From an optimization exercise on the open Yosys and OpenROAD flow, aimed at small area and a short achievable clock period; shortcuts taken in it are not production practice. Where RTL was checked, it was by simulation tests only, not by an equivalence proof against the original. Function not checked in runs 1 to 3: the RTL went through the layout flow alone.

==> flow/design.v (outline; a module is shown in full before it is edited, if it fits) <==
// module mul_R: 519 lines
// module mul_G: 531 lines
// module mul_B: 594 lines
// module mul_R_ct: 45 lines
// module mul_G_ct: 45 lines
// module mul_B_ct: 45 lines
// module add25: 92 lines
// module a1_ct23: 45 lines
// module a2_ct23: 45 lines
// module add8: 25 lines
// module add24: 89 lines
// module RGBtoGray: 325 lines
module RGBtoGray (r, g, b, valid_in, clk, rst, grayout, valid_out);
  // ...
==> flow/flow/run.sh <==
#!/bin/bash
set -euo pipefail
bash standard.sh SETUP_SLACK_MARGIN=7.5 finish > standard_flow.log 2>&1
==> flow/standard.sh <==
#!/bin/bash
# synth_recipe.tcl (not shown) runs the flow's synth.tcl, then flattens the netlist and writes it again
# the make line also repeats each setting of config.mk as NAME=value (left out here)
make -C /OpenROAD-flow-scripts/flow DESIGN_CONFIG=/design/flow/config.mk WORK_HOME=/design/flow/orfs CLKGATE_MAP_FILE= SYNTH_SCRIPT=/design/flow/synth_recipe.tcl "${@:-finish}"
==> flow/config.mk <==
export PLATFORM = sky130hd
export DESIGN_NAME = RGBtoGray
export DESIGN_NICKNAME = RGBtoGray
export VERILOG_FILES = /design/flow/design.v
export SDC_FILE = /design/flow/constraint.sdc
export NUM_CORES = 4
export LEC_CHECK = 0
export ABC_AREA = 1
export CAP_MARGIN = 20
export CORE_MARGIN = 2
export CORE_UTILIZATION = 40
export PLACE_DENSITY = 0.6
export SLEW_MARGIN = 20
==> flow/constraint.sdc <==
create_clock -name core_clock -period 12.0 [get_ports {clk}]
set_input_delay 2.4000 -clock core_clock [delete_from_list [all_inputs] [get_ports {clk}]]
set_output_delay 2.4000 -clock core_clock [all_outputs]
set_load 0.01 [all_outputs]
==> flow_summary.toml, run 1 <==
[routing]
num_vias = 32700
ant_nets = 0
dr_wl_met3_um = 5870
post_drt_wl_per_cell_um = 16.0

[global_route]
track_usage_pct = 18.8
grt_antenna_before_repair = 1
met2_usage_pct = 31.3
met3_usage_pct = 3.22

[die]
fp-row-count = 123
ios = 132

[timing]
setup_viol = 0
fmax_mhz = 203
fin_crit_ns = 4.92
skew_ns = 0.0360

[hold_path]
min_to = "eB2_q5[5]$_DFF_P_"
whs_path_depth = 0

[yosys]
synth_cells = 5043
synth_edf_count = 0
synth_fa_ha_area_share_pct = 31.3
muxShareOfSynthArea_pct = 0.757
synth_seq_cells = 767
synth_most_common_cell = "nand2_1"

[clock_tree]
clkLatencyLatePin_ns = 0.68
path_clk_slew_ns = 0.06
numCtsBuffers = 84

[status]
status = "no timing/DRC/antenna violations"

[finish]
buf_share_pct = 5.67
area_delta_synth_final_pct = 20.1
layout_commonest_cell = "nand2_1"
finish.net_count = 6249
final_cell_mix = "nand2_1, inv_1, dfxtp_1"
fill_cells = 10600

[place]
numPortBuffers = 131
dp_hpwl_um = 82000

[worst_setup_path]
critPathCapture = "a2_fo_q8[6]$_DFF_P_"
cp.buffers_inverters = 7
timing.rr.end = "a2_fo_q8[6]$_DFF_P_"
crit_slowest_cell = "fa_2"

[flow_run]
drv_cap = 0
==> module RGBtoGray, before the edit <==
module RGBtoGray (r, g, b, valid_in, clk, rst, grayout, valid_out);
  input [31:0] r, g, b;
  input valid_in, clk, rst;
  output [31:0] grayout;
  output valid_out;
  reg [31:0] r_q1;
  always @(posedge clk) r_q1 <= r;
  reg [31:0] g_q1;
  always @(posedge clk) g_q1 <= g;
  reg [31:0] b_q1;
  always @(posedge clk) b_q1 <= b;
  wire [24:0] haR, hbR; wire clR;
  mul_R umR(.f(r_q1[22:0]), .ha(haR), .hb(hbR), .cl(clR));
  wire [0:0] hR = (r_q1[22:0] >= 23'd5639165);
  wire [7:0] eR = r_q1[30:23] + 8'd254 + {7'd0, hR};
  wire [0:0] sR = r_q1[31];
  wire [0:0] ziR = (r_q1[30:23] == 8'd0);
  wire [24:0] haG, hbG; wire clG;
  mul_G umG(.f(g_q1[22:0]), .ha(haG), .hb(hbG), .cl(clG));
  wire [0:0] hG = (g_q1[22:0] >= 23'd5902036);
  wire [7:0] eG = g_q1[30:23] + 8'd255 + {7'd0, hG};
  wire [0:0] sG = g_q1[31];
  wire [0:0] ziG = (g_q1[30:23] == 8'd0);
  wire [24:0] haB, hbB; wire clB;
  mul_B umB(.f(b_q1[22:0]), .ha(haB), .hb(hbB), .cl(clB));
  wire [0:0] hB = (b_q1[22:0] >= 23'd809428);
  wire [7:0] eB = b_q1[30:23] + 8'd252 + {7'd0, hB};
  wire [0:0] sB = b_q1[31];
  wire [0:0] ziB = (b_q1[30:23] == 8'd0);
  wire [0:0] zR = ziR | (eR == 8'd0);
  wire [0:0] zG = ziG | (eG == 8'd0);
  wire [7:0] a1_dxy, a1_dyx; wire a1_cxy, a1_cyx;
  add8 a1_usxy(.a(eG), .b(~eR), .ci(1'b1), .s(a1_dxy), .co(a1_cxy));
  add8 a1_usyx(.a(eR), .b(~eG), .ci(1'b1), .s(a1_dyx), .co(a1_cyx));
  wire [0:0] a1_exlt = ~a1_cxy;
  wire [0:0] a1_eq = a1_cxy & a1_cyx;
  wire [7:0] a1_d = ~a1_cxy ? a1_dyx : a1_dxy;
  wire [0:0] zB = ziB | (eB == 8'd0);
  reg [24:0] haR_q2;
  always @(posedge clk) haR_q2 <= haR;
  reg [24:0] hbR_q2;
  always @(posedge clk) hbR_q2 <= hbR;
  reg [0:0] clR_q2;
  always @(posedge clk) clR_q2 <= clR;
  reg [0:0] hR_q2;
  always @(posedge clk) hR_q2 <= hR;
  reg [7:0] eR_q2;
  always @(posedge clk) eR_q2 <= eR;
  reg [0:0] sR_q2;
  always @(posedge clk) sR_q2 <= sR;
  reg [24:0] haG_q2;
  always @(posedge clk) haG_q2 <= haG;
  reg [24:0] hbG_q2;
  always @(posedge clk) hbG_q2 <= hbG;
  reg [0:0] clG_q2;
  always @(posedge clk) clG_q2 <= clG;
  reg [0:0] hG_q2;
  always @(posedge clk) hG_q2 <= hG;
  reg [7:0] eG_q2;
  always @(posedge clk) eG_q2 <= eG;
  reg [0:0] sG_q2;
  always @(posedge clk) sG_q2 <= sG;
  reg [24:0] haB_q2;
  always @(posedge clk) haB_q2 <= haB;
  reg [24:0] hbB_q2;
  always @(posedge clk) hbB_q2 <= hbB;
  reg [0:0] clB_q2;
  always @(posedge clk) clB_q2 <= clB;
  reg [0:0] hB_q2;
  always @(posedge clk) hB_q2 <= hB;
  reg [7:0] eB_q2;
  always @(posedge clk) eB_q2 <= eB;
  reg [0:0] sB_q2;
  always @(posedge clk) sB_q2 <= sB;
  reg [0:0] ziB_q2;
  always @(posedge clk) ziB_q2 <= ziB;
  reg [0:0] zR_q2;
  always @(posedge clk) zR_q2 <= zR;
  reg [0:0] zG_q2;
  always @(posedge clk) zG_q2 <= zG;
  reg [0:0] zB_q2;
  always @(posedge clk) zB_q2 <= zB;
  reg [7:0] a1_d_q2;
  always @(posedge clk) a1_d_q2 <= a1_d;
  reg [0:0] a1_exlt_q2;
  always @(posedge clk) a1_exlt_q2 <= a1_exlt;
  reg [0:0] a1_eq_q2;
  always @(posedge clk) a1_eq_q2 <= a1_eq;
  wire [24:0] pR; wire pcR;
  add25 uadR(.a(haR_q2), .b(hbR_q2), .ci(clR_q2), .s(pR), .co(pcR));
  wire [22:0] fR = hR_q2 ? pR[23:1] : pR[22:0];
  wire [24:0] pG; wire pcG;
  add25 uadG(.a(haG_q2), .b(hbG_q2), .ci(clG_q2), .s(pG), .co(pcG));
  wire [22:0] fG = hG_q2 ? pG[23:1] : pG[22:0];
  wire [24:0] pB; wire pcB;
  add25 uadB(.a(haB_q2), .b(hbB_q2), .ci(clB_q2), .s(pB), .co(pcB));
  wire [22:0] fB = hB_q2 ? pB[23:1] : pB[22:0];
  wire [0:0] sB2 = ziB_q2 ? 1'b0 : sB_q2;
  wire [7:0] eB2 = ziB_q2 ? 8'd0 : eB_q2;
  wire [22:0] fB2 = ziB_q2 ? 23'd0 : fB;
  reg [0:0] sR_q3;
  always @(posedge clk) sR_q3 <= sR_q2;
  reg [7:0] eR_q3;
  always @(posedge clk) eR_q3 <= eR_q2;
  reg [22:0] fR_q3;
  always @(posedge clk) fR_q3 <= fR;
  reg [0:0] zR_q3;
  always @(posedge clk) zR_q3 <= zR_q2;
  reg [0:0] sG_q3;
  always @(posedge clk) sG_q3 <= sG_q2;
  reg [7:0] eG_q3;
  always @(posedge clk) eG_q3 <= eG_q2;
  reg [22:0] fG_q3;
  always @(posedge clk) fG_q3 <= fG;
  reg [0:0] zG_q3;
  always @(posedge clk) zG_q3 <= zG_q2;
  reg [0:0] sB2_q3;
  always @(posedge clk) sB2_q3 <= sB2;
  reg [7:0] eB2_q3;
  always @(posedge clk) eB2_q3 <= eB2;
  reg [22:0] fB2_q3;
  always @(posedge clk) fB2_q3 <= fB2;
  reg [0:0] zB_q3;
  always @(posedge clk) zB_q3 <= zB_q2;
  reg [7:0] a1_d_q3;
  always @(posedge clk) a1_d_q3 <= a1_d_q2;
  reg [0:0] a1_exlt_q3;
  always @(posedge clk) a1_exlt_q3 <= a1_exlt_q2;
  reg [0:0] a1_eq_q3;
  always @(posedge clk) a1_eq_q3 <= a1_eq_q2;
  wire [0:0] a1_sely = ~zR_q3 & (zG_q3 | a1_exlt_q3);
  wire [7:0] a1_el = a1_sely ? eR_q3 : eG_q3;
  wire [22:0] a1_flE = a1_sely ? fR_q3 : fG_q3;
  wire [22:0] a1_fsE = a1_sely ? fG_q3 : fR_q3;
  wire [0:0] a1_nz = ~zG_q3 & ~zR_q3;
  wire [0:0] a1_zxy = zG_q3 & zR_q3;
  wire a1_fxge;
  a1_ct23 a1_ucmp(.a(fG_q3), .b(~fR_q3), .ci(1'b1), .co(a1_fxge));
  wire [0:0] a1_swm = a1_nz & a1_eq_q3 & ~a1_fxge;
  wire [0:0] a1_sl = (a1_sely | a1_swm) ? sR_q3 : sG_q3;
  wire [0:0] a1_sub = sG_q3 ^ sR_q3;
  wire [0:0] a1_kill = zG_q3 | zR_q3 | (a1_d_q3[7:5] != 3'd0) | (a1_d_q3[4:3] == 2'b11);
  wire [23:0] a1_a0 = {1'b1, a1_fsE};
  wire [23:0] a1_a1 = a1_d_q3[0] ? {1'b0, a1_a0[23:1]} : a1_a0;
  wire [23:0] a1_a2 = a1_d_q3[1] ? {2'b0, a1_a1[23:2]} : a1_a1;
  wire [23:0] a1_a3 = a1_d_q3[2] ? {4'b0, a1_a2[23:4]} : a1_a2;
  wire [23:0] a1_a4 = a1_d_q3[3] ? {8'b0, a1_a3[23:8]} : a1_a3;
  wire [23:0] a1_a5 = a1_d_q3[4] ? {16'b0, a1_a4[23:16]} : a1_a4;
  wire [23:0] a1_msE = a1_kill ? 24'd0 : a1_a5;
  wire [22:0] a1_fl = a1_swm ? a1_msE[22:0] : a1_flE;
  wire [23:0] a1_ms = a1_swm ? {1'b1, a1_flE} : a1_msE;
  reg [7:0] a1_el_q4;
  always @(posedge clk) a1_el_q4 <= a1_el;
  reg [22:0] a1_fl_q4;
  always @(posedge clk) a1_fl_q4 <= a1_fl;
  reg [23:0] a1_ms_q4;
  always @(posedge clk) a1_ms_q4 <= a1_ms;
  reg [0:0] a1_sl_q4;
  always @(posedge clk) a1_sl_q4 <= a1_sl;
  reg [0:0] a1_sub_q4;
  always @(posedge clk) a1_sub_q4 <= a1_sub;
  reg [0:0] a1_zxy_q4;
  always @(posedge clk) a1_zxy_q4 <= a1_zxy;
  reg [0:0] a1_nz_q4;
  always @(posedge clk) a1_nz_q4 <= a1_nz;
  reg [0:0] sB2_q4;
  always @(posedge clk) sB2_q4 <= sB2_q3;
  reg [7:0] eB2_q4;
  always @(posedge clk) eB2_q4 <= eB2_q3;
  reg [22:0] fB2_q4;
  always @(posedge clk) fB2_q4 <= fB2_q3;
  reg [0:0] zB_q4;
  always @(posedge clk) zB_q4 <= zB_q3;
  wire [23:0] a1_ma; wire a1_mc;
  add24 a1_uadd(.a({1'b1, a1_fl_q4}), .b(a1_ms_q4 ^ {24{a1_sub_q4}}), .ci(a1_sub_q4), .s(a1_ma), .co(a1_mc));
  wire [24:0] a1_m = {a1_mc & ~a1_sub_q4, a1_ma};
  wire [23:0] a1_n0 = a1_m[23:0];
  wire a1_z16 = (a1_n0[23:8] == 16'd0);
  wire [23:0] a1_n1 = a1_z16 ? {a1_n0[7:0], 16'd0} : a1_n0;
  wire a1_z8 = (a1_n1[23:16] == 8'd0);
  wire [23:0] a1_n2 = a1_z8 ? {a1_n1[15:0], 8'd0} : a1_n1;
  wire a1_z4 = (a1_n2[23:20] == 4'd0);
  wire [23:0] a1_n3 = a1_z4 ? {a1_n2[19:0], 4'd0} : a1_n2;
  wire a1_z2 = (a1_n3[23:22] == 2'd0);
  wire [23:0] a1_n4 = a1_z2 ? {a1_n3[21:0], 2'd0} : a1_n3;
  wire a1_z1 = ~a1_n4[23];
  wire [23:0] a1_n5 = a1_z1 ? {a1_n4[22:0], 1'b0} : a1_n4;
  wire [0:0] a1_mz = ~a1_m[24] & ~a1_n4[23] & ~a1_n4[22];
  wire [22:0] a1_fo = a1_m[24] ? a1_m[23:1] : a1_n5[22:0];
  wire [7:0] a1_lzn = a1_m[24] ? 8'd0 : {3'b111, ~a1_z16, ~a1_z8, ~a1_z4, ~a1_z2, ~a1_z1};
  reg [7:0] a1_el_q5;
  always @(posedge clk) a1_el_q5 <= a1_el_q4;
  reg [7:0] a1_lzn_q5;
  always @(posedge clk) a1_lzn_q5 <= a1_lzn;
  reg [22:0] a1_fo_q5;
  always @(posedge clk) a1_fo_q5 <= a1_fo;
  reg [0:0] a1_mz_q5;
  always @(posedge clk) a1_mz_q5 <= a1_mz;
  reg [0:0] a1_sl_q5;
  always @(posedge clk) a1_sl_q5 <= a1_sl_q4;
  reg [0:0] a1_zxy_q5;
  always @(posedge clk) a1_zxy_q5 <= a1_zxy_q4;
  reg [0:0] a1_nz_q5;
  always @(posedge clk) a1_nz_q5 <= a1_nz_q4;
  reg [0:0] sB2_q5;
  always @(posedge clk) sB2_q5 <= sB2_q4;
  reg [7:0] eB2_q5;
  always @(posedge clk) eB2_q5 <= eB2_q4;
  reg [22:0] fB2_q5;
  always @(posedge clk) fB2_q5 <= fB2_q4;
  reg [0:0] zB_q5;
  always @(posedge clk) zB_q5 <= zB_q4;
  wire [7:0] a1_eadd; wire a1_eco;
  add8 a1_uexp(.a(a1_el_q5), .b(a1_lzn_q5), .ci(1'b1), .s(a1_eadd), .co(a1_eco));
  wire [7:0] a1_eo = a1_mz_q5 ? 8'd0 : a1_eadd;
  wire [0:0] a1_so = a1_mz_q5 ? 1'b0 : a1_sl_q5;
  wire [22:0] a1_fo2 = a1_fo_q5;
  wire [0:0] a1_zo = a1_zxy_q5 | (a1_nz_q5 & (a1_eo == 8'd0));
  wire [7:0] a2_dxy, a2_dyx; wire a2_cxy, a2_cyx;
  add8 a2_usxy(.a(eB2_q5), .b(~a1_eo), .ci(1'b1), .s(a2_dxy), .co(a2_cxy));
  add8 a2_usyx(.a(a1_eo), .b(~eB2_q5), .ci(1'b1), .s(a2_dyx), .co(a2_cyx));
  wire [0:0] a2_exlt = ~a2_cxy;
  wire [0:0] a2_eq = a2_cxy & a2_cyx;
  wire [7:0] a2_d = ~a2_cxy ? a2_dyx : a2_dxy;
  reg [0:0] a1_so_q6;
  always @(posedge clk) a1_so_q6 <= a1_so;
  reg [7:0] a1_eo_q6;
  always @(posedge clk) a1_eo_q6 <= a1_eo;
  reg [22:0] a1_fo2_q6;
  always @(posedge clk) a1_fo2_q6 <= a1_fo2;
  reg [0:0] a1_zo_q6;
  always @(posedge clk) a1_zo_q6 <= a1_zo;
  reg [0:0] sB2_q6;
  always @(posedge clk) sB2_q6 <= sB2_q5;
  reg [7:0] eB2_q6;
  always @(posedge clk) eB2_q6 <= eB2_q5;
  reg [22:0] fB2_q6;
  always @(posedge clk) fB2_q6 <= fB2_q5;
  reg [0:0] zB_q6;
  always @(posedge clk) zB_q6 <= zB_q5;
  reg [7:0] a2_d_q6;
  always @(posedge clk) a2_d_q6 <= a2_d;
  reg [0:0] a2_exlt_q6;
  always @(posedge clk) a2_exlt_q6 <= a2_exlt;
  reg [0:0] a2_eq_q6;
  always @(posedge clk) a2_eq_q6 <= a2_eq;
  wire [0:0] a2_sely = ~a1_zo_q6 & (zB_q6 | a2_exlt_q6);
  wire [7:0] a2_el = a2_sely ? a1_eo_q6 : eB2_q6;
  wire [22:0] a2_flE = a2_sely ? a1_fo2_q6 : fB2_q6;
  wire [22:0] a2_fsE = a2_sely ? fB2_q6 : a1_fo2_q6;
  wire [0:0] a2_nz = ~zB_q6 & ~a1_zo_q6;
  wire [0:0] a2_zxy = zB_q6 & a1_zo_q6;
  wire a2_fxge;
  a2_ct23 a2_ucmp(.a(fB2_q6), .b(~a1_fo2_q6), .ci(1'b1), .co(a2_fxge));
  wire [0:0] a2_swm = a2_nz & a2_eq_q6 & ~a2_fxge;
  wire [0:0] a2_sl = (a2_sely | a2_swm) ? a1_so_q6 : sB2_q6;
  wire [0:0] a2_sub = sB2_q6 ^ a1_so_q6;
  wire [0:0] a2_kill = zB_q6 | a1_zo_q6 | (a2_d_q6[7:5] != 3'd0) | (a2_d_q6[4:3] == 2'b11);
  wire [23:0] a2_a0 = {1'b1, a2_fsE};
  wire [23:0] a2_a1 = a2_d_q6[0] ? {1'b0, a2_a0[23:1]} : a2_a0;
  wire [23:0] a2_a2 = a2_d_q6[1] ? {2'b0, a2_a1[23:2]} : a2_a1;
  wire [23:0] a2_a3 = a2_d_q6[2] ? {4'b0, a2_a2[23:4]} : a2_a2;
  wire [23:0] a2_a4 = a2_d_q6[3] ? {8'b0, a2_a3[23:8]} : a2_a3;
  wire [23:0] a2_a5 = a2_d_q6[4] ? {16'b0, a2_a4[23:16]} : a2_a4;
  wire [23:0] a2_msE = a2_kill ? 24'd0 : a2_a5;
  wire [22:0] a2_fl = a2_swm ? a2_msE[22:0] : a2_flE;
  wire [23:0] a2_ms = a2_swm ? {1'b1, a2_flE} : a2_msE;
  reg [7:0] a2_el_q7;
  always @(posedge clk) a2_el_q7 <= a2_el;
  reg [22:0] a2_fl_q7;
  always @(posedge clk) a2_fl_q7 <= a2_fl;
  reg [23:0] a2_ms_q7;
  always @(posedge clk) a2_ms_q7 <= a2_ms;
  reg [0:0] a2_sl_q7;
  always @(posedge clk) a2_sl_q7 <= a2_sl;
  reg [0:0] a2_sub_q7;
  always @(posedge clk) a2_sub_q7 <= a2_sub;
  reg [0:0] a2_zxy_q7;
  always @(posedge clk) a2_zxy_q7 <= a2_zxy;
  reg [0:0] a2_nz_q7;
  always @(posedge clk) a2_nz_q7 <= a2_nz;
  wire [23:0] a2_ma; wire a2_mc;
  add24 a2_uadd(.a({1'b1, a2_fl_q7}), .b(a2_ms_q7 ^ {24{a2_sub_q7}}), .ci(a2_sub_q7), .s(a2_ma), .co(a2_mc));
  wire [24:0] a2_m = {a2_mc & ~a2_sub_q7, a2_ma};
  wire [23:0] a2_n0 = a2_m[23:0];
  wire a2_z16 = (a2_n0[23:8] == 16'd0);
  wire [23:0] a2_n1 = a2_z16 ? {a2_n0[7:0], 16'd0} : a2_n0;
  wire a2_z8 = (a2_n1[23:16] == 8'd0);
  wire [23:0] a2_n2 = a2_z8 ? {a2_n1[15:0], 8'd0} : a2_n1;
  wire a2_z4 = (a2_n2[23:20] == 4'd0);
  wire [23:0] a2_n3 = a2_z4 ? {a2_n2[19:0], 4'd0} : a2_n2;
  wire a2_z2 = (a2_n3[23:22] == 2'd0);
  wire [23:0] a2_n4 = a2_z2 ? {a2_n3[21:0], 2'd0} : a2_n3;
  wire a2_z1 = ~a2_n4[23];
  wire [23:0] a2_n5 = a2_z1 ? {a2_n4[22:0], 1'b0} : a2_n4;
  wire [0:0] a2_mz = ~a2_m[24] & ~a2_n4[23] & ~a2_n4[22];
  wire [22:0] a2_fo = a2_m[24] ? a2_m[23:1] : a2_n5[22:0];
  wire [7:0] a2_lzn = a2_m[24] ? 8'd0 : {3'b111, ~a2_z16, ~a2_z8, ~a2_z4, ~a2_z2, ~a2_z1};
  reg [7:0] a2_el_q8;
  always @(posedge clk) a2_el_q8 <= a2_el_q7;
  reg [7:0] a2_lzn_q8;
  always @(posedge clk) a2_lzn_q8 <= a2_lzn;
  reg [22:0] a2_fo_q8;
  always @(posedge clk) a2_fo_q8 <= a2_fo;
  reg [0:0] a2_mz_q8;
  always @(posedge clk) a2_mz_q8 <= a2_mz;
  reg [0:0] a2_sl_q8;
  always @(posedge clk) a2_sl_q8 <= a2_sl_q7;
  reg [0:0] a2_zxy_q8;
  always @(posedge clk) a2_zxy_q8 <= a2_zxy_q7;
  reg [0:0] a2_nz_q8;
  always @(posedge clk) a2_nz_q8 <= a2_nz_q7;
  wire [7:0] a2_eadd; wire a2_eco;
  add8 a2_uexp(.a(a2_el_q8), .b(a2_lzn_q8), .ci(1'b1), .s(a2_eadd), .co(a2_eco));
  wire [7:0] a2_eo = a2_mz_q8 ? 8'd0 : a2_eadd;
  wire [0:0] a2_so = a2_mz_q8 ? 1'b0 : a2_sl_q8;
  wire [22:0] a2_fo2 = a2_fo_q8;
  wire [31:0] gout = {a2_so, a2_eo, a2_fo2};
  reg [31:0] gout_q9;
  always @(posedge clk) gout_q9 <= gout;
  assign grayout = gout_q9;
  reg [8:0] vp;
  always @(posedge clk) vp <= rst ? 9'd0 : {vp[7:0], valid_in};
  assign valid_out = vp[8];
endmodule
==> inputs of run 2 (changes only) <==
--- a/flow/design.v
+++ b/flow/design.v
@@ -2249,28 +2249,10 @@
   wire [23:0] a1_ma; wire a1_mc;
   add24 a1_uadd(.a({1'b1, a1_fl_q4}), .b(a1_ms_q4 ^ {24{a1_sub_q4}}), .ci(a1_sub_q4), .s(a1_ma), .co(a1_mc));
   wire [24:0] a1_m = {a1_mc & ~a1_sub_q4, a1_ma};
-  wire [23:0] a1_n0 = a1_m[23:0];
-  wire a1_z16 = (a1_n0[23:8] == 16'd0);
-  wire [23:0] a1_n1 = a1_z16 ? {a1_n0[7:0], 16'd0} : a1_n0;
-  wire a1_z8 = (a1_n1[23:16] == 8'd0);
-  wire [23:0] a1_n2 = a1_z8 ? {a1_n1[15:0], 8'd0} : a1_n1;
-  wire a1_z4 = (a1_n2[23:20] == 4'd0);
-  wire [23:0] a1_n3 = a1_z4 ? {a1_n2[19:0], 4'd0} : a1_n2;
-  wire a1_z2 = (a1_n3[23:22] == 2'd0);
-  wire [23:0] a1_n4 = a1_z2 ? {a1_n3[21:0], 2'd0} : a1_n3;
-  wire a1_z1 = ~a1_n4[23];
-  wire [23:0] a1_n5 = a1_z1 ? {a1_n4[22:0], 1'b0} : a1_n4;
-  wire [0:0] a1_mz = ~a1_m[24] & ~a1_n4[23] & ~a1_n4[22];
-  wire [22:0] a1_fo = a1_m[24] ? a1_m[23:1] : a1_n5[22:0];
-  wire [7:0] a1_lzn = a1_m[24] ? 8'd0 : {3'b111, ~a1_z16, ~a1_z8, ~a1_z4, ~a1_z2, ~a1_z1};
   reg [7:0] a1_el_q5;
   always @(posedge clk) a1_el_q5 <= a1_el_q4;
-  reg [7:0] a1_lzn_q5;
-  always @(posedge clk) a1_lzn_q5 <= a1_lzn;
-  reg [22:0] a1_fo_q5;
-  always @(posedge clk) a1_fo_q5 <= a1_fo;
-  reg [0:0] a1_mz_q5;
-  always @(posedge clk) a1_mz_q5 <= a1_mz;
+  reg [24:0] a1_m_q5;
+  always @(posedge clk) a1_m_q5 <= a1_m;
   reg [0:0] a1_sl_q5;
   always @(posedge clk) a1_sl_q5 <= a1_sl_q4;
   reg [0:0] a1_zxy_q5;
@@ -2285,26 +2267,34 @@
   always @(posedge clk) fB2_q5 <= fB2_q4;
   reg [0:0] zB_q5;
   always @(posedge clk) zB_q5 <= zB_q4;
-  wire [7:0] a1_eadd; wire a1_eco;
-  add8 a1_uexp(.a(a1_el_q5), .b(a1_lzn_q5), .ci(1'b1), .s(a1_eadd), .co(a1_eco));
-  wire [7:0] a1_eo = a1_mz_q5 ? 8'd0 : a1_eadd;
-  wire [0:0] a1_so = a1_mz_q5 ? 1'b0 : a1_sl_q5;
-  wire [22:0] a1_fo2 = a1_fo_q5;
-  wire [0:0] a1_zo = a1_zxy_q5 | (a1_nz_q5 & (a1_eo == 8'd0));
-  wire [7:0] a2_dxy, a2_dyx; wire a2_cxy, a2_cyx;
-  add8 a2_usxy(.a(eB2_q5), .b(~a1_eo), .ci(1'b1), .s(a2_dxy), .co(a2_cxy));
-  add8 a2_usyx(.a(a1_eo), .b(~eB2_q5), .ci(1'b1), .s(a2_dyx), .co(a2_cyx));
-  wire [0:0] a2_exlt = ~a2_cxy;
-  wire [0:0] a2_eq = a2_cxy & a2_cyx;
-  wire [7:0] a2_d = ~a2_cxy ? a2_dyx : a2_dxy;
-  reg [0:0] a1_so_q6;
-  always @(posedge clk) a1_so_q6 <= a1_so;
-  reg [7:0] a1_eo_q6;
-  always @(posedge clk) a1_eo_q6 <= a1_eo;
-  reg [22:0] a1_fo2_q6;
-  always @(posedge clk) a1_fo2_q6 <= a1_fo2;
-  reg [0:0] a1_zo_q6;
-  always @(posedge clk) a1_zo_q6 <= a1_zo;
+  wire [23:0] a1_n0 = a1_m_q5[23:0];
+  wire a1_z16 = (a1_n0[23:8] == 16'd0);
+  wire [23:0] a1_n1 = a1_z16 ? {a1_n0[7:0], 16'd0} : a1_n0;
+  wire a1_z8 = (a1_n1[23:16] == 8'd0);
+  wire [23:0] a1_n2 = a1_z8 ? {a1_n1[15:0], 8'd0} : a1_n1;
+  wire a1_z4 = (a1_n2[23:20] == 4'd0);
+  wire [23:0] a1_n3 = a1_z4 ? {a1_n2[19:0], 4'd0} : a1_n2;
+  wire a1_z2 = (a1_n3[23:22] == 2'd0);
+  wire [23:0] a1_n4 = a1_z2 ? {a1_n3[21:0], 2'd0} : a1_n3;
+  wire a1_z1 = ~a1_n4[23];
+  wire [23:0] a1_n5 = a1_z1 ? {a1_n4[22:0], 1'b0} : a1_n4;
+  wire [0:0] a1_mz = ~a1_m_q5[24] & ~a1_n4[23] & ~a1_n4[22];
+  wire [22:0] a1_fo = a1_m_q5[24] ? a1_m_q5[23:1] : a1_n5[22:0];
+  wire [7:0] a1_lzn = a1_m_q5[24] ? 8'd0 : {3'b111, ~a1_z16, ~a1_z8, ~a1_z4, ~a1_z2, ~a1_z1};
+  reg [7:0] a1_el_q6;
+  always @(posedge clk) a1_el_q6 <= a1_el_q5;
+  reg [7:0] a1_lzn_q6;
+  always @(posedge clk) a1_lzn_q6 <= a1_lzn;
+  reg [22:0] a1_fo_q6;
+  always @(posedge clk) a1_fo_q6 <= a1_fo;
+  reg [0:0] a1_mz_q6;
+  always @(posedge clk) a1_mz_q6 <= a1_mz;
+  reg [0:0] a1_sl_q6;
+  always @(posedge clk) a1_sl_q6 <= a1_sl_q5;
+  reg [0:0] a1_zxy_q6;
+  always @(posedge clk) a1_zxy_q6 <= a1_zxy_q5;
+  reg [0:0] a1_nz_q6;
+  always @(posedge clk) a1_nz_q6 <= a1_nz_q5;
   reg [0:0] sB2_q6;
   always @(posedge clk) sB2_q6 <= sB2_q5;
   reg [7:0] eB2_q6;
@@ -2313,51 +2303,89 @@
   always @(posedge clk) fB2_q6 <= fB2_q5;
   reg [0:0] zB_q6;
   always @(posedge clk) zB_q6 <= zB_q5;
-  reg [7:0] a2_d_q6;
-  always @(posedge clk) a2_d_q6 <= a2_d;
-  reg [0:0] a2_exlt_q6;
-  always @(posedge clk) a2_exlt_q6 <= a2_exlt;
-  reg [0:0] a2_eq_q6;
-  always @(posedge clk) a2_eq_q6 <= a2_eq;
-  wire [0:0] a2_sely = ~a1_zo_q6 & (zB_q6 | a2_exlt_q6);
-  wire [7:0] a2_el = a2_sely ? a1_eo_q6 : eB2_q6;
-  wire [22:0] a2_flE = a2_sely ? a1_fo2_q6 : fB2_q6;
-  wire [22:0] a2_fsE = a2_sely ? fB2_q6 : a1_fo2_q6;
-  wire [0:0] a2_nz = ~zB_q6 & ~a1_zo_q6;
-  wire [0:0] a2_zxy = zB_q6 & a1_zo_q6;
+  wire [7:0] a1_eadd; wire a1_eco;
+  add8 a1_uexp(.a(a1_el_q6), .b(a1_lzn_q6), .ci(1'b1), .s(a1_eadd), .co(a1_eco));
+  wire [7:0] a1_eo = a1_mz_q6 ? 8'd0 : a1_eadd;
+  wire [0:0] a1_so = a1_mz_q6 ? 1'b0 : a1_sl_q6;
+  wire [22:0] a1_fo2 = a1_fo_q6;
+  wire [0:0] a1_zo = a1_zxy_q6 | (a1_nz_q6 & (a1_eo == 8'd0));
+  wire [7:0] a2_dxy, a2_dyx; wire a2_cxy, a2_cyx;
+  add8 a2_usxy(.a(eB2_q6), .b(~a1_eo), .ci(1'b1), .s(a2_dxy), .co(a2_cxy));
+  add8 a2_usyx(.a(a1_eo), .b(~eB2_q6), .ci(1'b1), .s(a2_dyx), .co(a2_cyx));
+  wire [0:0] a2_exlt = ~a2_cxy;
+  wire [0:0] a2_eq = a2_cxy & a2_cyx;
+  wire [7:0] a2_d = ~a2_cxy ? a2_dyx : a2_dxy;
+  reg [0:0] a1_so_q7;
+  always @(posedge clk) a1_so_q7 <= a1_so;
+  reg [7:0] a1_eo_q7;
+  always @(posedge clk) a1_eo_q7 <= a1_eo;
+  reg [22:0] a1_fo2_q7;
+  always @(posedge clk) a1_fo2_q7 <= a1_fo2;
+  reg [0:0] a1_zo_q7;
+  always @(posedge clk) a1_zo_q7 <= a1_zo;
+  reg [0:0] sB2_q7;
+  always @(posedge clk) sB2_q7 <= sB2_q6;
+  reg [7:0] eB2_q7;
+  always @(posedge clk) eB2_q7 <= eB2_q6;
+  reg [22:0] fB2_q7;
+  always @(posedge clk) fB2_q7 <= fB2_q6;
+  reg [0:0] zB_q7;
+  always @(posedge clk) zB_q7 <= zB_q6;
+  reg [7:0] a2_d_q7;
+  always @(posedge clk) a2_d_q7 <= a2_d;
+  reg [0:0] a2_exlt_q7;
+  always @(posedge clk) a2_exlt_q7 <= a2_exlt;
+  reg [0:0] a2_eq_q7;
+  always @(posedge clk) a2_eq_q7 <= a2_eq;
+  wire [0:0] a2_sely = ~a1_zo_q7 & (zB_q7 | a2_exlt_q7);
+  wire [7:0] a2_el = a2_sely ? a1_eo_q7 : eB2_q7;
+  wire [22:0] a2_flE = a2_sely ? a1_fo2_q7 : fB2_q7;
+  wire [22:0] a2_fsE = a2_sely ? fB2_q7 : a1_fo2_q7;
+  wire [0:0] a2_nz = ~zB_q7 & ~a1_zo_q7;
+  wire [0:0] a2_zxy = zB_q7 & a1_zo_q7;
   wire a2_fxge;
-  a2_ct23 a2_ucmp(.a(fB2_q6), .b(~a1_fo2_q6), .ci(1'b1), .co(a2_fxge));
-  wire [0:0] a2_swm = a2_nz & a2_eq_q6 & ~a2_fxge;
-  wire [0:0] a2_sl = (a2_sely | a2_swm) ? a1_so_q6 : sB2_q6;
-  wire [0:0] a2_sub = sB2_q6 ^ a1_so_q6;
-  wire [0:0] a2_kill = zB_q6 | a1_zo_q6 | (a2_d_q6[7:5] != 3'd0) | (a2_d_q6[4:3] == 2'b11);
+  a2_ct23 a2_ucmp(.a(fB2_q7), .b(~a1_fo2_q7), .ci(1'b1), .co(a2_fxge));
+  wire [0:0] a2_swm = a2_nz & a2_eq_q7 & ~a2_fxge;
+  wire [0:0] a2_sl = (a2_sely | a2_swm) ? a1_so_q7 : sB2_q7;
+  wire [0:0] a2_sub = sB2_q7 ^ a1_so_q7;
+  wire [0:0] a2_kill = zB_q7 | a1_zo_q7 | (a2_d_q7[7:5] != 3'd0) | (a2_d_q7[4:3] == 2'b11);
   wire [23:0] a2_a0 = {1'b1, a2_fsE};
-  wire [23:0] a2_a1 = a2_d_q6[0] ? {1'b0, a2_a0[23:1]} : a2_a0;
-  wire [23:0] a2_a2 = a2_d_q6[1] ? {2'b0, a2_a1[23:2]} : a2_a1;
-  wire [23:0] a2_a3 = a2_d_q6[2] ? {4'b0, a2_a2[23:4]} : a2_a2;
-  wire [23:0] a2_a4 = a2_d_q6[3] ? {8'b0, a2_a3[23:8]} : a2_a3;
-  wire [23:0] a2_a5 = a2_d_q6[4] ? {16'b0, a2_a4[23:16]} : a2_a4;
+  wire [23:0] a2_a1 = a2_d_q7[0] ? {1'b0, a2_a0[23:1]} : a2_a0;
+  wire [23:0] a2_a2 = a2_d_q7[1] ? {2'b0, a2_a1[23:2]} : a2_a1;
+  wire [23:0] a2_a3 = a2_d_q7[2] ? {4'b0, a2_a2[23:4]} : a2_a2;
+  wire [23:0] a2_a4 = a2_d_q7[3] ? {8'b0, a2_a3[23:8]} : a2_a3;
+  wire [23:0] a2_a5 = a2_d_q7[4] ? {16'b0, a2_a4[23:16]} : a2_a4;
   wire [23:0] a2_msE = a2_kill ? 24'd0 : a2_a5;
   wire [22:0] a2_fl = a2_swm ? a2_msE[22:0] : a2_flE;
   wire [23:0] a2_ms = a2_swm ? {1'b1, a2_flE} : a2_msE;
-  reg [7:0] a2_el_q7;
-  always @(posedge clk) a2_el_q7 <= a2_el;
-  reg [22:0] a2_fl_q7;
-  always @(posedge clk) a2_fl_q7 <= a2_fl;
-  reg [23:0] a2_ms_q7;
-  always @(posedge clk) a2_ms_q7 <= a2_ms;
-  reg [0:0] a2_sl_q7;
-  always @(posedge clk) a2_sl_q7 <= a2_sl;
-  reg [0:0] a2_sub_q7;
-  always @(posedge clk) a2_sub_q7 <= a2_sub;
-  reg [0:0] a2_zxy_q7;
-  always @(posedge clk) a2_zxy_q7 <= a2_zxy;
-  reg [0:0] a2_nz_q7;
-  always @(posedge clk) a2_nz_q7 <= a2_nz;
+  reg [7:0] a2_el_q8;
+  always @(posedge clk) a2_el_q8 <= a2_el;
+  reg [22:0] a2_fl_q8;
+  always @(posedge clk) a2_fl_q8 <= a2_fl;
+  reg [23:0] a2_ms_q8;
+  always @(posedge clk) a2_ms_q8 <= a2_ms;
+  reg [0:0] a2_sl_q8;
+  always @(posedge clk) a2_sl_q8 <= a2_sl;
+  reg [0:0] a2_sub_q8;
+  always @(posedge clk) a2_sub_q8 <= a2_sub;
+  reg [0:0] a2_zxy_q8;
+  always @(posedge clk) a2_zxy_q8 <= a2_zxy;
+  reg [0:0] a2_nz_q8;
+  always @(posedge clk) a2_nz_q8 <= a2_nz;
   wire [23:0] a2_ma; wire a2_mc;
-  add24 a2_uadd(.a({1'b1, a2_fl_q7}), .b(a2_ms_q7 ^ {24{a2_sub_q7}}), .ci(a2_sub_q7), .s(a2_ma), .co(a2_mc));
-  wire [24:0] a2_m = {a2_mc & ~a2_sub_q7, a2_ma};
-  wire [23:0] a2_n0 = a2_m[23:0];
+  add24 a2_uadd(.a({1'b1, a2_fl_q8}), .b(a2_ms_q8 ^ {24{a2_sub_q8}}), .ci(a2_sub_q8), .s(a2_ma), .co(a2_mc));
+  wire [24:0] a2_m = {a2_mc & ~a2_sub_q8, a2_ma};
+  reg [7:0] a2_el_q9;
+  always @(posedge clk) a2_el_q9 <= a2_el_q8;
+  reg [24:0] a2_m_q9;
+  always @(posedge clk) a2_m_q9 <= a2_m;
+  reg [0:0] a2_sl_q9;
+  always @(posedge clk) a2_sl_q9 <= a2_sl_q8;
+  reg [0:0] a2_zxy_q9;
+  always @(posedge clk) a2_zxy_q9 <= a2_zxy_q8;
+  reg [0:0] a2_nz_q9;
+  always @(posedge clk) a2_nz_q9 <= a2_nz_q8;
+  wire [23:0] a2_n0 = a2_m_q9[23:0];
   wire a2_z16 = (a2_n0[23:8] == 16'd0);
   wire [23:0] a2_n1 = a2_z16 ? {a2_n0[7:0], 16'd0} : a2_n0;
   wire a2_z8 = (a2_n1[23:16] == 8'd0);
@@ -2368,33 +2396,31 @@
   wire [23:0] a2_n4 = a2_z2 ? {a2_n3[21:0], 2'd0} : a2_n3;
   wire a2_z1 = ~a2_n4[23];
   wire [23:0] a2_n5 = a2_z1 ? {a2_n4[22:0], 1'b0} : a2_n4;
-  wire [0:0] a2_mz = ~a2_m[24] & ~a2_n4[23] & ~a2_n4[22];
-  wire [22:0] a2_fo = a2_m[24] ? a2_m[23:1] : a2_n5[22:0];
-  wire [7:0] a2_lzn = a2_m[24] ? 8'd0 : {3'b111, ~a2_z16, ~a2_z8, ~a2_z4, ~a2_z2, ~a2_z1};
-  reg [7:0] a2_el_q8;
-  always @(posedge clk) a2_el_q8 <= a2_el_q7;
-  reg [7:0] a2_lzn_q8;
-  always @(posedge clk) a2_lzn_q8 <= a2_lzn;
-  reg [22:0] a2_fo_q8;
-  always @(posedge clk) a2_fo_q8 <= a2_fo;
-  reg [0:0] a2_mz_q8;
-  always @(posedge clk) a2_mz_q8 <= a2_mz;
-  reg [0:0] a2_sl_q8;
-  always @(posedge clk) a2_sl_q8 <= a2_sl_q7;
-  reg [0:0] a2_zxy_q8;
-  always @(posedge clk) a2_zxy_q8 <= a2_zxy_q7;
-  reg [0:0] a2_nz_q8;
-  always @(posedge clk) a2_nz_q8 <= a2_nz_q7;
+  wire [0:0] a2_mz = ~a2_m_q9[24] & ~a2_n4[23] & ~a2_n4[22];
+  wire [22:0] a2_fo = a2_m_q9[24] ? a2_m_q9[23:1] : a2_n5[22:0];
+  wire [7:0] a2_lzn = a2_m_q9[24] ? 8'd0 : {3'b111, ~a2_z16, ~a2_z8, ~a2_z4, ~a2_z2, ~a2_z1};
+  reg [7:0] a2_el_q10;
+  always @(posedge clk) a2_el_q10 <= a2_el_q9;
+  reg [7:0] a2_lzn_q10;
+  always @(posedge clk) a2_lzn_q10 <= a2_lzn;
+  reg [22:0] a2_fo_q10;
+  always @(posedge clk) a2_fo_q10 <= a2_fo;
+  reg [0:0] a2_mz_q10;
+  always @(posedge clk) a2_mz_q10 <= a2_mz;
+  reg [0:0] a2_sl_q10;
+  always @(posedge clk) a2_sl_q10 <= a2_sl_q9;
+  reg [0:0] a2_zxy_q10;
+  always @(posedge clk) a2_zxy_q10 <= a2_zxy_q9;
+  reg [0:0] a2_nz_q10;
+  always @(posedge clk) a2_nz_q10 <= a2_nz_q9;
   wire [7:0] a2_eadd; wire a2_eco;
-  add8 a2_uexp(.a(a2_el_q8), .b(a2_lzn_q8), .ci(1'b1), .s(a2_eadd), .co(a2_eco));
-  wire [7:0] a2_eo = a2_mz_q8 ? 8'd0 : a2_eadd;
-  wire [0:0] a2_so = a2_mz_q8 ? 1'b0 : a2_sl_q8;
-  wire [22:0] a2_fo2 = a2_fo_q8;
+  add8 a2_uexp(.a(a2_el_q10), .b(a2_lzn_q10), .ci(1'b1), .s(a2_eadd), .co(a2_eco));
+  wire [7:0] a2_eo = a2_mz_q10 ? 8'd0 : a2_eadd;
+  wire [0:0] a2_so = a2_mz_q10 ? 1'b0 : a2_sl_q10;
+  wire [22:0] a2_fo2 = a2_fo_q10;
   wire [31:0] gout = {a2_so, a2_eo, a2_fo2};
-  reg [31:0] gout_q9;
-  always @(posedge clk) gout_q9 <= gout;
-  assign grayout = gout_q9;
-  reg [8:0] vp;
-  always @(posedge clk) vp <= rst ? 9'd0 : {vp[7:0], valid_in};
-  assign valid_out = vp[8];
+  assign grayout = gout;
+  reg [9:0] vp;
+  always @(posedge clk) vp <= rst ? 10'd0 : {vp[8:0], valid_in};
+  assign valid_out = vp[9];
 endmodule
==> flow/flow/run.sh (replaced) <==
#!/bin/bash
set -euo pipefail
bash standard.sh SETUP_SLACK_MARGIN=7 finish > standard_flow.log 2>&1
==> flow_summary.toml, run 2 <==
[status]
status = "no timing/DRC/antenna violations"

[yosys]
syn_nets = 6047
synth_most_common_cell = "nand2_1"
synth_largest_area_cell = "dfxtp_1"
synthTopCellsByArea = "dfxtp_1, fa_1, ha_1"
yosys_warnings = 1
synth_cells = 5114
synthArstFlopShare_pct = 0
synthFlopType = "dfxtp_1"
yosysSeqAreaShare_pct = 35.9
netlist_area_um2 = 46800
synth_seq_cells = 839
synth_cell_types = 60
synth_common_cells = "nand2_1, inv_1, dfxtp_1"
synth_edf_count = 0
syn_avg_cell_area_um2 = 9.16
synth_top_area_share_pct = 35.9

[worst_setup_path]
required_ns = 9.60
cp-end-kind = "output pin"
critPathMaxFanout = 2
crit_type = "flip-flop to output pin"
reg2reg_depth = 21
arrival_ns = 2.46
cp-start-kind = "flip-flop"

[timing]
fmax_mhz = 206
setup_tns_ns = 0
worst_pin_slew_ns = 0.977
skew_ns = 0.0816
hold_violations = 0
fin_crit_ns = 4.86
slew_headroom_pct = 34.5
setup_viol = 0
setup_slack_ns = 7.14
finalMaxSlewViolations = 0
grt_setup_unrepaired = "true"
fin_crit_sh_pct = 40.5

[routing]
wl_met2_um = 48400
viasPerCell = 4.63
num_vias = 31600
wl_met1_um = 47000
highest_layer = "met5"
drt_iter0_drc = 1585
wirelength_um = 103000
ant_nets = 0
dr_wl_met3_um = 4080
first_pass_iters = 7
post_drt_wl_per_cell_um = 15.1
drcViolationCount = 0

[finish]
top_regs = "b_q1: 32 flops, g_q1: 32 flops, r_q1: 32 flops"
layout_commonest_cell = "nand2_1"
seqCellArea_um2 = 16800
diodes = 0
area_delta_synth_final_pct = 13.0
fill_cells = 11100
finish.net_count = 6154
final_cell_mix = "nand2_1, inv_1, dfxtp_1"
multiInputGateArea_um2 = 26100
layout-drive-gt1-share_pct = 5.78

[clock_tree]
path_clk_slew_ns = 0.07
htreeDepth = 3
cts.path.max_buffers = 3
cts_tree = "yes"
numCtsBuffers = 91
clock_sink_count = 839
clkLatencyLatePin_ns = 0.69
root_buffer = "clkbuf_16"

[global_route]
grt_max_degree = 97
grt_pass1_vias = 32100
grt_overflow = 0
grt_antenna_before_repair = 1
grt_pass1_wl_um = 168000
track_usage_pct = 17.5

[die]
fp-row-count = 125
die_w_um = 346
ios = 132
dieArea_um2 = 120000
die_h_um = 346
start_util_pct = 40.3
coreArea_um2 = 116000

[place]
post-place-ws_ns = 6.87
numPortBuffers = 131
dp_hpwl_um = 83300
place_congestion = 0.926

[hold_path]
hold_path.class = "flip-flop to flip-flop"
whs_path_depth = 0

[flow_run]
drv_cap = 0
run 2: cell types whose count changed after synthesis, moves of 9 or more:
cell     delta
nand2_2    +18
nor2_1     +11
xor2_1      +9
nand4_1    -16
o21ai_1     -9
nand2_1    -35
dfxtp_1    +72
run 2: timing repair:
action,in CTS,in global routing
setup endpoints to repair,12,14
hold buffers,0,0
resized for setup,13,31
endpoints found under the hold margin,0,0
pin swaps,2,7
buffers inserted,0,7
run 2: worst max-delay path, stage by stage, from the launching register on:
cell             delay [ns]
dfxtp_1                0.31
inv_1                  0.04
ha_2                   0.18
fa_2                   0.39
fa_1                   0.39
xor2_1                 0.16
nor2_1                 0.09
clkdlybuf4s15_1        0.24
run 2: worst paths after layout:
path / start / to / slack, ns
setup / recovery: a2_el_q10[0]$_DFF_P_ / grayout[26] / 7.14
hold / removal: a2_el_q9[2]$_DFF_P_ / a2_el_q10[2]$_DFF_P_ / 0.31
setup reg to reg: g_q1[3]$_DFF_P_ / a1_d_q2[6]$_DFF_P_ / 7.46
hold reg to reg: a2_el_q9[2]$_DFF_P_ / a2_el_q10[2]$_DFF_P_ / 0.31
run 2: area by class of cell:
cell class,instances,share of cell area [%]
Multi-Input combinational cell,3224,49.3
Sequential cell,839,31.7
Inverter,914,6.52
Clock buffer,115,4.72
Tap cell,1524,3.60
Timing Repair Buffer,151,2.74
Clock inverter,52,1.42
run 2: cells by family after synthesis:
kind of cell,share of synthesized area [%]
and+or+nand+nor,13.7
AOI/OAI and AO/OA,7.75
xor gates and xnor gates,2.80
muxes,0.884
buffers and inverters,8.69
adders and majority gates,30.3
DFF,35.9
run 2: layer usage:
| metal | vias up | track usage, % |
|---|---|---|
| li1 | 16000 | - |
| met1 | 14800 | 22.6 |
| met2 | 599 | 29.4 |
| met3 | 209 | 2.88 |
| met4 | 2 | 6.55 |
| met5 | - | 0 |
run 2: stage by stage:
| step | utilization (%) | hold WS (ns) | area (um^2) | cells |
|---|---|---|---|---|
| 6_report | 45.6 | 0.312 | 52900 | 6819 |
| 5_1_grt | 45.6 | 0.319 | 52900 | 6819 |
| 4_1_cts | 45.4 | 0.310 | 52800 | 6811 |
| 3_5_place_dp | 42.6 | 0.312 | 49500 | 6644 |
| 3_3_place_gp | 42.6 | 0.310 | 49500 | 6644 |
| 2_1_floorplan | - | 0.310 | 46800 | 5114 |
==> inputs of run 3 (changes only) <==
==> flow/flow/run.sh (replaced) <==
#!/bin/bash
set -euo pipefail
bash standard.sh SETUP_SLACK_MARGIN=8 finish > standard_flow.log 2>&1
==> flow_summary.toml, run 3 <==
[timing]
setup_tns_ns = 0
fin_crit_sh_pct = 40.8
skew_ns = 0.0483
fmax_mhz = 204
finalMaxSlewViolations = 0
worst_pin_slew_ns = 0.995
slew_headroom_pct = 33.1
hold_violations = 0
fin_crit_ns = 4.89
setup_viol = 0
grt_setup_unrepaired = "true"

[yosys]
synth_common_cells = "nand2_1, inv_1, dfxtp_1"
synth_top_area_share_pct = 35.9
synthFlopType = "dfxtp_1"
netlist_area_um2 = 46800
syn_nets = 6047
synth_seq_cells = 839
synth_edf_count = 0
synth_cell_types = 60
synthTopCellsByArea = "dfxtp_1, fa_1, ha_1"
yosys_warnings = 1
synthArstFlopShare_pct = 0
synth_most_common_cell = "nand2_1"
syn_avg_cell_area_um2 = 9.16
yosysSeqAreaShare_pct = 35.9
synth_largest_area_cell = "dfxtp_1"
synth_cells = 5114

[finish]
layout_commonest_cell = "nand2_1"
diodes = 0
final_area_um2 = 54400
multiInputGateArea_um2 = 26500
layout-drive-gt1-share_pct = 10.2
area_delta_synth_final_pct = 16.1
seqCellArea_um2 = 16900
fin_cells = 6922
top_regs = "b_q1: 32 flops, g_q1: 32 flops, r_q1: 32 flops"
final_cell_mix = "nand2_1, inv_1, dfxtp_1"
fill_cells = 11000
finish.net_count = 6254

[routing]
ant_nets = 0
post_drt_wl_per_cell_um = 15.2
drt_iter0_drc = 1749
num_vias = 32100
drcViolationCount = 0
wirelength_um = 105000
first_pass_iters = 7
viasPerCell = 4.64

[worst_setup_path]
r2r_slack_ns = 8.07
reg2reg_depth = 22
required_ns = 9.60
arrival_ns = 2.49
crit_type = "flip-flop to output pin"
cp-end-kind = "output pin"
timing.rr.end = "a1_d_q2[3]$_DFF_P_"
critPathMaxFanout = 2
timing.rr.start = "g_q1[2]$_DFF_P_"
cp-start-kind = "flip-flop"

[clock_tree]
htreeDepth = 3
cts_tree = "yes"
clock_sink_count = 839
path_clk_slew_ns = 0.06
clkLatencyLatePin_ns = 0.69
root_buffer = "clkbuf_16"
cts.path.max_buffers = 3
numCtsBuffers = 92

[global_route]
grt_max_degree = 97
grt_antenna_before_repair = 0
grt_pass1_wl_um = 170000
grt_overflow = 0
track_usage_pct = 17.7
grt_pass1_vias = 32300

[die]
start_util_pct = 40.3
die_w_um = 346
fp-row-count = 125
coreArea_um2 = 116000
die_h_um = 346
dieArea_um2 = 120000
ios = 132

[flow_run]
drv_cap = 0

[place]
dp_hpwl_um = 83800
place_congestion = 0.929
place_inst = 6642
numPortBuffers = 131
dpl-instance-area_um2 = 49500

[hold_path]
min_to = "fB2_q7[8]$_DFF_P_"
hold_path.startpoint = "fB2_q6[8]$_DFF_P_"
whs_path_depth = 0
hold_path.class = "flip-flop to flip-flop"

[status]
status = "no timing/DRC/antenna violations"
[run 3: final cells by class]
| cell class | count | area share [%] |
|---|---|---|
| Multi-Input combinational cell | 3224 | 48.7 |
| Inverter | 914 | 6.53 |
| Clock inverter | 51 | 1.39 |
| Clock buffer | 120 | 4.72 |
| Tap cell | 1524 | 3.51 |
| Sequential cell | 839 | 31.1 |
| Timing Repair Buffer | 250 | 4.04 |
[run 3: how the worst max path moves through the flow]
stage,to,slack [ns],from,depth (start not counted)
detailed placement,a1_d_q2[3]$_DFF_P_,6.94,g_q1[2]$_DFF_P_,21
CTS,grayout[30],7.00,a2_el_q10[0]$_DFF_P_,11
finish,grayout[26],7.11,a2_lzn_q10[0]$_SDFF_PP0_,9
floorplan,grayout[30],8.00,a2_el_q10[3]$_DFF_P_,8
global placement,a1_d_q2[7]$_DFF_P_,7.05,g_q1[2]$_DFF_P_,20
global route,grayout[30],6.98,a2_el_q10[0]$_DFF_P_,11
[run 3: kinds of logic after synthesis]
logic type,share of synthesized area [%]
simple gates,13.7
xor+xnor,2.80
fa+ha+maj,30.3
mux,0.884
flops,35.9
buf+inv,8.69
compound gates,7.75
[run 3: repair_timing]
item | CTS | global route
gates cloned | 0 | 0
resized for setup | 136 | 121
endpoints found under the setup margin | 30 | 28
buffers inserted | 36 | 73
hold buffers | 0 | 0
pin swaps | 19 | 52
[run 3: layer usage]
metal	up-vias	GRT usage [%]	part of all wire, %
li1	16200	-	-
met1	15100	23.2	45
met2	608	30.2	48
met3	162	2.71	4.0
met4	0	5.37	2.5
met5	-	0	0
[run 3: critical path, cell delays in order (launching register included)]
cell	delay, ns
dfxtp_2	0.32
inv_2	0.04
ha_4	0.15
fa_2	0.36
buf_4	0.15
buf_6	0.10
fa_2	0.32
xor2_1	0.14
nor2_1	0.10
buf_2	0.14
[run 3: through the flow]
stage	worst slack, ns	hold slack (ns)	utilization, %
CTS	7.00	0.291	46.0
detailed placement	6.94	0.312	42.6
floorplan	8.00	0.310	-
global route	6.98	0.296	46.8
global placement	7.05	0.311	42.6
finish	7.11	0.291	46.8
==> inputs of run 4 (changes only) <==
--- a/flow/design.v
+++ b/flow/design.v
@@ -2104,12 +2104,6 @@
   wire [0:0] ziB = (b_q1[30:23] == 8'd0);
   wire [0:0] zR = ziR | (eR == 8'd0);
   wire [0:0] zG = ziG | (eG == 8'd0);
-  wire [7:0] a1_dxy, a1_dyx; wire a1_cxy, a1_cyx;
-  add8 a1_usxy(.a(eG), .b(~eR), .ci(1'b1), .s(a1_dxy), .co(a1_cxy));
-  add8 a1_usyx(.a(eR), .b(~eG), .ci(1'b1), .s(a1_dyx), .co(a1_cyx));
-  wire [0:0] a1_exlt = ~a1_cxy;
-  wire [0:0] a1_eq = a1_cxy & a1_cyx;
-  wire [7:0] a1_d = ~a1_cxy ? a1_dyx : a1_dxy;
   wire [0:0] zB = ziB | (eB == 8'd0);
   reg [24:0] haR_q2;
   always @(posedge clk) haR_q2 <= haR;
@@ -2155,12 +2149,12 @@
   always @(posedge clk) zG_q2 <= zG;
   reg [0:0] zB_q2;
   always @(posedge clk) zB_q2 <= zB;
-  reg [7:0] a1_d_q2;
-  always @(posedge clk) a1_d_q2 <= a1_d;
-  reg [0:0] a1_exlt_q2;
-  always @(posedge clk) a1_exlt_q2 <= a1_exlt;
-  reg [0:0] a1_eq_q2;
-  always @(posedge clk) a1_eq_q2 <= a1_eq;
+  wire [7:0] a1_dxy, a1_dyx; wire a1_cxy, a1_cyx;
+  add8 a1_usxy(.a(eG_q2), .b(~eR_q2), .ci(1'b1), .s(a1_dxy), .co(a1_cxy));
+  add8 a1_usyx(.a(eR_q2), .b(~eG_q2), .ci(1'b1), .s(a1_dyx), .co(a1_cyx));
+  wire [0:0] a1_exlt = ~a1_cxy;
+  wire [0:0] a1_eq = a1_cxy & a1_cyx;
+  wire [7:0] a1_d = ~a1_cxy ? a1_dyx : a1_dxy;
   wire [24:0] pR; wire pcR;
   add25 uadR(.a(haR_q2), .b(hbR_q2), .ci(clR_q2), .s(pR), .co(pcR));
   wire [22:0] fR = hR_q2 ? pR[23:1] : pR[22:0];
@@ -2198,11 +2192,11 @@
   reg [0:0] zB_q3;
   always @(posedge clk) zB_q3 <= zB_q2;
   reg [7:0] a1_d_q3;
-  always @(posedge clk) a1_d_q3 <= a1_d_q2;
+  always @(posedge clk) a1_d_q3 <= a1_d;
   reg [0:0] a1_exlt_q3;
-  always @(posedge clk) a1_exlt_q3 <= a1_exlt_q2;
+  always @(posedge clk) a1_exlt_q3 <= a1_exlt;
   reg [0:0] a1_eq_q3;
-  always @(posedge clk) a1_eq_q3 <= a1_eq_q2;
+  always @(posedge clk) a1_eq_q3 <= a1_eq;
   wire [0:0] a1_sely = ~zR_q3 & (zG_q3 | a1_exlt_q3);
   wire [7:0] a1_el = a1_sely ? eR_q3 : eG_q3;
   wire [22:0] a1_flE = a1_sely ? fR_q3 : fG_q3;
@@ -2419,8 +2413,10 @@
   wire [0:0] a2_so = a2_mz_q10 ? 1'b0 : a2_sl_q10;
   wire [22:0] a2_fo2 = a2_fo_q10;
   wire [31:0] gout = {a2_so, a2_eo, a2_fo2};
-  assign grayout = gout;
-  reg [9:0] vp;
-  always @(posedge clk) vp <= rst ? 10'd0 : {vp[8:0], valid_in};
-  assign valid_out = vp[9];
+  reg [31:0] gout_q11;
+  always @(posedge clk) gout_q11 <= gout;
+  assign grayout = gout_q11;
+  reg [10:0] vp;
+  always @(posedge clk) vp <= rst ? 11'd0 : {vp[9:0], valid_in};
+  assign valid_out = vp[10];
 endmodule
==> flow/flow/run.sh (replaced) <==
#!/bin/bash
set -euo pipefail
bash standard.sh SETUP_SLACK_MARGIN=7.5 finish > standard_flow.log 2>&1
==> flow_summary.toml, run 4 <==
[finish]
seqCellArea_um2 = 17300
layout-drive-gt1-share_pct = 5.06
finish.net_count = 6112
layout_commonest_cell = "nand2_1"
diodes = 0
fill_cells = 11200
fin_cells = 6784
multiInputGateArea_um2 = 25900
final_cell_mix = "nand2_1, inv_1, dfxtp_1"
area_delta_synth_final_pct = 13.0

[place]
place_inst = 6607
numPortBuffers = 131
place_congestion = 0.906
dp_hpwl_um = 82900
post-place-ws_ns = 7.61

[yosys]
netlist_area_um2 = 47100
synth_cells = 5065
synth_fa_ha_area_share_pct = 30.1
synth_seq_cells = 862
synth_edf_count = 0
synth_cell_types = 59
muxShareOfSynthArea_pct = 1.02
yosys.area_share.simple_pct = 13.4
synth_common_cells = "nand2_1, inv_1, dfxtp_1"
synth_top_family_by_area = "adder cells"
synth_most_common_cell = "nand2_1"
synth_compound_area_share_pct = 7.43
syn_nets = 5997
synthArstFlopShare_pct = 0
synthFlopType = "dfxtp_1"
yosysSeqAreaShare_pct = 36.6
syn_avg_cell_area_um2 = 9.30
synthTopCellsByArea = "dfxtp_1, fa_1, ha_1"
yosys.area_share.xor_xnor_pct = 2.90
synth_top_area_share_pct = 36.6
yosys_warnings = 1
synth_largest_area_cell = "dfxtp_1"

[routing]
first_pass_iters = 5
viasPerCell = 4.62
drcViolationCount = 0
ant_nets = 0
post_drt_wl_per_cell_um = 15.2
wirelength_um = 103000
drt_iter0_drc = 1559
num_vias = 31400

[die]
ios = 132
start_util_pct = 40.4
die_w_um = 347
fp-row-count = 125
coreArea_um2 = 117000
die_h_um = 347
dieArea_um2 = 120000

[worst_setup_path]
critical-path-top-delay-family = "adder cells"
crit_top_cell = "fa_1"
cp-start-kind = "flip-flop"
critPathMaxFanout = 7
reg2reg_depth = 10
crit_path_cell_trace = "inv_1 > fa_1 > fa_1 > fa_1 > inv_1 > fa_1 > fa_1 > ha_1 > nand3_1 > o41ai_1"
timing.rr.end = "clB_q2$_DFF_P_"
r2r_slack_ns = 7.80
crit_type = "flip-flop to flip-flop"
cpPeakStageDelay_ns = 0.57
timing.rr.start = "b_q1[19]$_DFF_P_"
cp.buffers_inverters = 2
required_ns = 12.60
cp-startpoint = "b_q1[19]$_DFF_P_"
arrival_ns = 4.80
crit_slowest_cell = "fa_1"
cp-end-kind = "flip-flop"

[clock_tree]
path_clk_slew_ns = 0.07
cts.path.max_buffers = 3
root_buffer = "clkbuf_16"
htreeDepth = 3
ctsHoldBuffers = 0
cts_tree = "yes"
clkLatencyLatePin_ns = 0.71
clock_sink_count = 862
numCtsBuffers = 94

[status]
status = "no timing/DRC/antenna violations"

[global_route]
grt_antenna_before_repair = 2
grt_pass1_wl_um = 168000
grt_max_degree = 93
grt_overflow = 0
track_usage_pct = 17.5
grt_pass1_vias = 31800

[flow_run]
drv_cap = 0

[timing]
hold_violations = 0
slew_headroom_pct = 28.3
fin_crit_sh_pct = 35.0
fin_crit_ns = 4.20
worst_pin_slew_ns = 1.07
fmax_mhz = 238
grt_setup_unrepaired = "false"
setup_tns_ns = 0
setup_viol = 0
setup_slack_ns = 7.80
skew_ns = 0.0658
finalMaxSlewViolations = 0

[hold_path]
whs_path_depth = 0
min_to = "fB2_q5[3]$_DFF_P_"
hold_path.startpoint = "fB2_q4[3]$_DFF_P_"
hold_path.class = "flip-flop to flip-flop"
==> run 4: cell types whose count changed after synthesis, moves of 15 or more <==
cell	delta
inv_1	-18
clkbuf_1	-28
nor2_1	+15
dfxtp_1	+23
nand2_1	-26
nand2_2	-19
o21ai_0	-44
==> run 4: final cells by class <==
| cell class | count | area share, % |
|---|---|---|
| well taps | 1524 | 3.58 |
| clock inverters | 51 | 1.40 |
| multi-input cells | 3185 | 48.6 |
| repair buffers | 144 | 2.68 |
| inverters | 893 | 6.31 |
| flip-flops and latches | 862 | 32.4 |
| clock buffers | 125 | 5.03 |
==> run 4: logic make-up after synthesis <==
logic type,count (synthesis)
buffers and inverters,1018
XOR/XNOR,156
adder cells (fa/ha/maj),833
multiplexers,46
AND/OR/NAND/NOR,1513
AO/OA/AOI/OAI,637
flip-flops,862
==> run 4: how the worst max path moves through the flow <==
stage                endpoint  slack, ns  cells after the start
3_3_place_gp   clB_q2$_DFF_P_       7.68                     10
3_5_place_dp   clB_q2$_DFF_P_       7.61                     10
6_report       clB_q2$_DFF_P_       7.80                     10
5_1_grt        clB_q2$_DFF_P_       7.58                     10
2_1_floorplan  clB_q2$_DFF_P_       8.05                     10
4_1_cts        clB_q2$_DFF_P_       7.62                     10
==> run 4: per-stage QoR <==
step,hold slack [ns],utilization [%],area [um^2]
finish,0.275,45.7,53200
global route,0.281,45.7,53200
CTS,0.278,45.7,53200
detailed placement,0.312,42.7,49800
global placement,0.310,42.7,49800
floorplan,0.310,-,47100
==> run 4: routing by layer <==
layer  up-vias  track usage (%)  share of wire, %  routed length (um)
met5         -                0                 0                   0
li1      15900                -                 -                   -
met4         0             4.87               2.5                2620
met1     14800             22.9                46               47000
met3       157             3.45               4.4                4510
met2       539             29.5                48               49000
==> run 4: what timing repair did <==
item	4_1_cts	5_1_grt
gates resized for setup	0	1
setup buffers	0	0
setup endpoints to repair	0	1

==> afterwards: timing with drivers on the ports <==
How much do the figures lean on ideal ports? The routed layouts below were timed once more, with nothing changed but the port constraints. Step 1, drivers: a clkbuf_16 drives clk and a buf_2 each remaining input, both assumed. Step 2 moves the port delays by t, midway between the first and last clock arrival at a register: inputs arrive t later, outputs are due t later. That takes back most of the time a late clock gives input paths. Slacks: ideal / step 1 / step 2; pairs: ideal / step 1.
| run | t (ns) | slack for setup (ns) | worst setup path after step 2 | worst data-port slew with drivers (ns) | pins driven straight from the clock port |
|---|---|---|---|---|---|
| run 1 | 0.726 | 7.078 / 7.078 / 7.078 | register to register | 0.05 | 1 |
| run 2 | 0.716 | 7.138 / 7.073 / 7.464 | register to register | 0.05 | 1 |
| run 3 | 0.734 | 7.108 / 7.040 / 7.774 | register to output | 0.06 | 1 |
| run 4 | 0.742 | 7.798 / 7.798 / 7.798 | register to register | 0.07 | 1 |
After both steps every run listed still meets setup and hold.
